This is an optimization exercise on Yosys and OpenROAD, whose aim is small area, a short achievable clock period and few clock cycles, not a production implementation.
RTL that was checked went through simulation tests only; none was proved equivalent to the original.

// div32
module div32(
    input clk,
    input rst,
    input start,
    input [31:0] dividend,
    input [31:0] divisor,
    output [31:0] quotient,
    output [31:0] remainder,
    output reg finish
);
reg [31:0] r;       
reg [31:0] q;       
reg [31:0] d;       
reg [4:0]  za;      
reg [5:0]  zb;      
reg [5:0]  j;       
reg        norm;    
reg        iter;    
assign quotient  = q;
assign remainder = r;
function [5:0] lzc32;
    input [31:0] x;
    reg [15:0] v1; reg [15:0] c1;
    reg [7:0]  v2; reg [15:0] c2;
    reg [3:0]  v3; reg [11:0] c3;
    reg [1:0]  v4; reg [7:0]  c4;
    integer i;
    begin
        for (i = 0; i < 16; i = i + 1) begin
            v1[i] = x[2*i+1] | x[2*i];
            c1[i] = ~x[2*i+1];
        end
        for (i = 0; i < 8; i = i + 1) begin
            v2[i] = v1[2*i+1] | v1[2*i];
            c2[2*i+:2] = v1[2*i+1] ? {1'b0, c1[2*i+1]} : {1'b1, c1[2*i]};
        end
        for (i = 0; i < 4; i = i + 1) begin
            v3[i] = v2[2*i+1] | v2[2*i];
            c3[3*i+:3] = v2[2*i+1] ? {1'b0, c2[2*(2*i+1)+:2]} : {1'b1, c2[2*(2*i)+:2]};
        end
        for (i = 0; i < 2; i = i + 1) begin
            v4[i] = v3[2*i+1] | v3[2*i];
            c4[4*i+:4] = v3[2*i+1] ? {1'b0, c3[3*(2*i+1)+:3]} : {1'b1, c3[3*(2*i)+:3]};
        end
  ...
==> flow/config.mk <==
export PLATFORM = sky130hd
export DESIGN_NAME = div32
export DESIGN_NICKNAME = div32
export VERILOG_FILES = /design/flow/design.v
export SDC_FILE = /design/flow/constraint.sdc
export NUM_CORES = 8
export LEC_CHECK = 0
export ABC_AREA = 1
export CAP_MARGIN = 20
export CORE_MARGIN = 2
export CORE_UTILIZATION = 40
export CTS_BUF_LIST = sky130_fd_sc_hd__clkbuf_8
export PLACE_DENSITY = 0.6
export SETUP_SLACK_MARGIN = 2.7
export SLEW_MARGIN = 20
==> flow/constraint.sdc <==
create_clock -name core_clock -period 5.0 [get_ports {clk}]
set_input_delay 1.0000 -clock core_clock [delete_from_list [all_inputs] [get_ports {clk}]]
set_output_delay 1.0000 -clock core_clock [all_outputs]
set_load 0.01 [all_outputs]
standard.sh (not shown) runs the stock make flow with config.mk's settings and CLKGATE_MAP_FILE= SYNTH_SCRIPT=/design/flow/synth_recipe.tcl, a recipe that flattens the netlist after the stock synthesis.
==> flow/flow/run.sh <==
#!/bin/bash
# Standard layout, with plain buffers on the ports instead of the default delay-cell buffers.
set -euo pipefail
bash standard.sh BUFFER_PORTS_ARGS="-buffer_cell sky130_fd_sc_hd__buf_1" finish > standard.log 2>&1
The starting point completed with no timing, DRC or antenna violations.
Change:
--- a/flow/design.v
+++ b/flow/design.v
@@ -8,17 +8,16 @@
     output [31:0] quotient,
     output [31:0] remainder,
     output reg finish
 );
 reg [31:0] r;       
 reg [31:0] q;       
 reg [31:0] d;       
 reg [4:0]  za;      
-reg [5:0]  zb;      
 reg [5:0]  j;       
 reg        norm;    
 reg        iter;    
 assign quotient  = q;
 assign remainder = r;
 function [5:0] lzc32;
     input [31:0] x;
     reg [15:0] v1; reg [15:0] c1;
@@ -43,34 +42,34 @@
             v4[i] = v3[2*i+1] | v3[2*i];
             c4[4*i+:4] = v3[2*i+1] ? {1'b0, c3[3*(2*i+1)+:3]} : {1'b1, c3[3*(2*i)+:3]};
         end
         lzc32 = {~(v4[1] | v4[0]), v4[1] ? {1'b0, c4[7:4]} : {1'b1, c4[3:0]}};
     end
 endfunction
 wire [5:0] la = lzc32(dividend);
 wire [5:0] lb = lzc32(divisor);
-wire [4:0] sp = zb[4:0] | ~za;                     
-wire [4:0] sg = zb[4:0] & ~za;                     
+wire [4:0] sp = j[4:0] | ~za;                     
+wire [4:0] sg = j[4:0] & ~za;                     
 wire [5:0] sc;                                    
 assign sc[0] = 1'b1;
 assign sc[1] = sp[0];
-assign sc[2] = sg[1] | (sp[1] & zb[0]) | (sp[1] & ~za[0]);
+assign sc[2] = sg[1] | (sp[1] & j[0]) | (sp[1] & ~za[0]);
 assign sc[3] = sg[2] | (sp[2] & sg[1]) | (sp[2] & sp[1] & sp[0]);
 assign sc[4] = sg[3] | (sp[3] & sg[2]) | (sp[3] & sp[2] & sg[1]) | (sp[3] & sp[2] & sp[1] & sp[0]);
 assign sc[5] = sg[4] | (sp[4] & sg[3]) | (sp[4] & sp[3] & sg[2]) | (sp[4] & sp[3] & sp[2] & sg[1])
              | (sp[4] & sp[3] & sp[2] & sp[1] & sp[0]);
 wire [5:0] sh;                                    
-assign sh[0] = zb[0] ^ za[0];
-assign sh[1] = zb[1] ^ (~za[1] ^ sc[1]);
-assign sh[2] = zb[2] ^ (~za[2] ^ sc[2]);
-assign sh[3] = zb[3] ^ (~za[3] ^ sc[3]);
-assign sh[4] = zb[4] ^ (~za[4] ^ sc[4]);
+assign sh[0] = j[0] ^ za[0];
+assign sh[1] = j[1] ^ (~za[1] ^ sc[1]);
+assign sh[2] = j[2] ^ (~za[2] ^ sc[2]);
+assign sh[3] = j[3] ^ (~za[3] ^ sc[3]);
+assign sh[4] = j[4] ^ (~za[4] ^ sc[4]);
 assign sh[5] = ~sc[5];
-wire       triv = zb[5] | sh[5];                   
+wire       triv = j[5] | sh[5];                   
 wire [31:0] kg = r & ~d;
 wire [31:0] kt = r | ~d;
 wire kC_0 = r[0] | ~d[0];
 wire kC_1 = kg[1] | (kt[1] & r[0]) | (kt[1] & ~d[0]);
 wire kG0_3 = kg[3] | (kt[3] & kg[2]);
 wire kP0_3 = kt[3] & kt[2];
 wire kG0_5 = kg[5] | (kt[5] & kg[4]);
 wire kP0_5 = kt[5] & kt[4];
@@ -260,23 +259,27 @@
         if (j[4:0] == 5'd0) begin
             iter   <= 1'b0;
             finish <= 1'b1;
         end
     end
 end
 always @(posedge clk) begin
     za <= la[4:0];
-    zb <= lb;
     if (start) begin
-        r <= dividend & {32{~lb[5]}};    
+        r <= dividend;
         d <= divisor;
+        j <= lb;
     end else begin
-        r <= r ^ flip;
-        if (norm) d <= d << sh[4:0];
-        else      d <= d >> 1;
+        if (norm & j[5]) r <= 32'b0;      
+        else             r <= r ^ flip;
+        if (norm) begin
+            d <= d << sh[4:0];
+            j <= sh;
+        end else begin
+            d <= d >> 1;
+            j <= j - 6'd1;
+        end
     end
-    if (norm) j <= sh;
-    else      j <= j - 6'd1;
     if (norm)      q <= 32'b0;
     else if (iter) q <= {q[30:0], ge};
 end
 endmodule
Routed wire length increases by 4.7%.
Clock skew barely changes.
Die area falls by 1.3%.
Design area is lower by 3.9%.
Critical path depth goes up by 3.
Hold slack gets better by 62 ps.
Sequential share of layout area went down by 3.3 points.
Testbench counts after the change, summed over its fixed seeds: cycles 47,977.
The RTL of the first run of this note was laid out without a check of its function.

[what the ideal ports hide]
How much do the figures lean on ideal ports? The routed layouts below were timed once more, with nothing changed but the port constraints. Step 1 assumes that a clkbuf_16 drives the clock port and a buf_2 every other input. Step 2, shift: input delay + t, output delay - t, t = (earliest + latest rising clock arrival at the registers) / 2. This alone moves slack from input paths to output paths. Slacks: ideal ports / drivers / drivers and shift; pairs: ideal ports / drivers.
| run | shift t [ns] | setup slack, ns | slew at the worst register clock pin (ns) |
|---|---|---|---|
| the first run | 0.501 | 2.736 / 2.736 / 2.275 | 0.09 / 0.09 |
| the second run | 0.447 | 2.809 / 2.809 / 2.402 | 0.12 / 0.12 |
After both steps setup and hold are still met in every run listed. The setup slack of the first run, which loses most, moves by 0.000 ns with the drivers and by -0.461 ns with both steps.
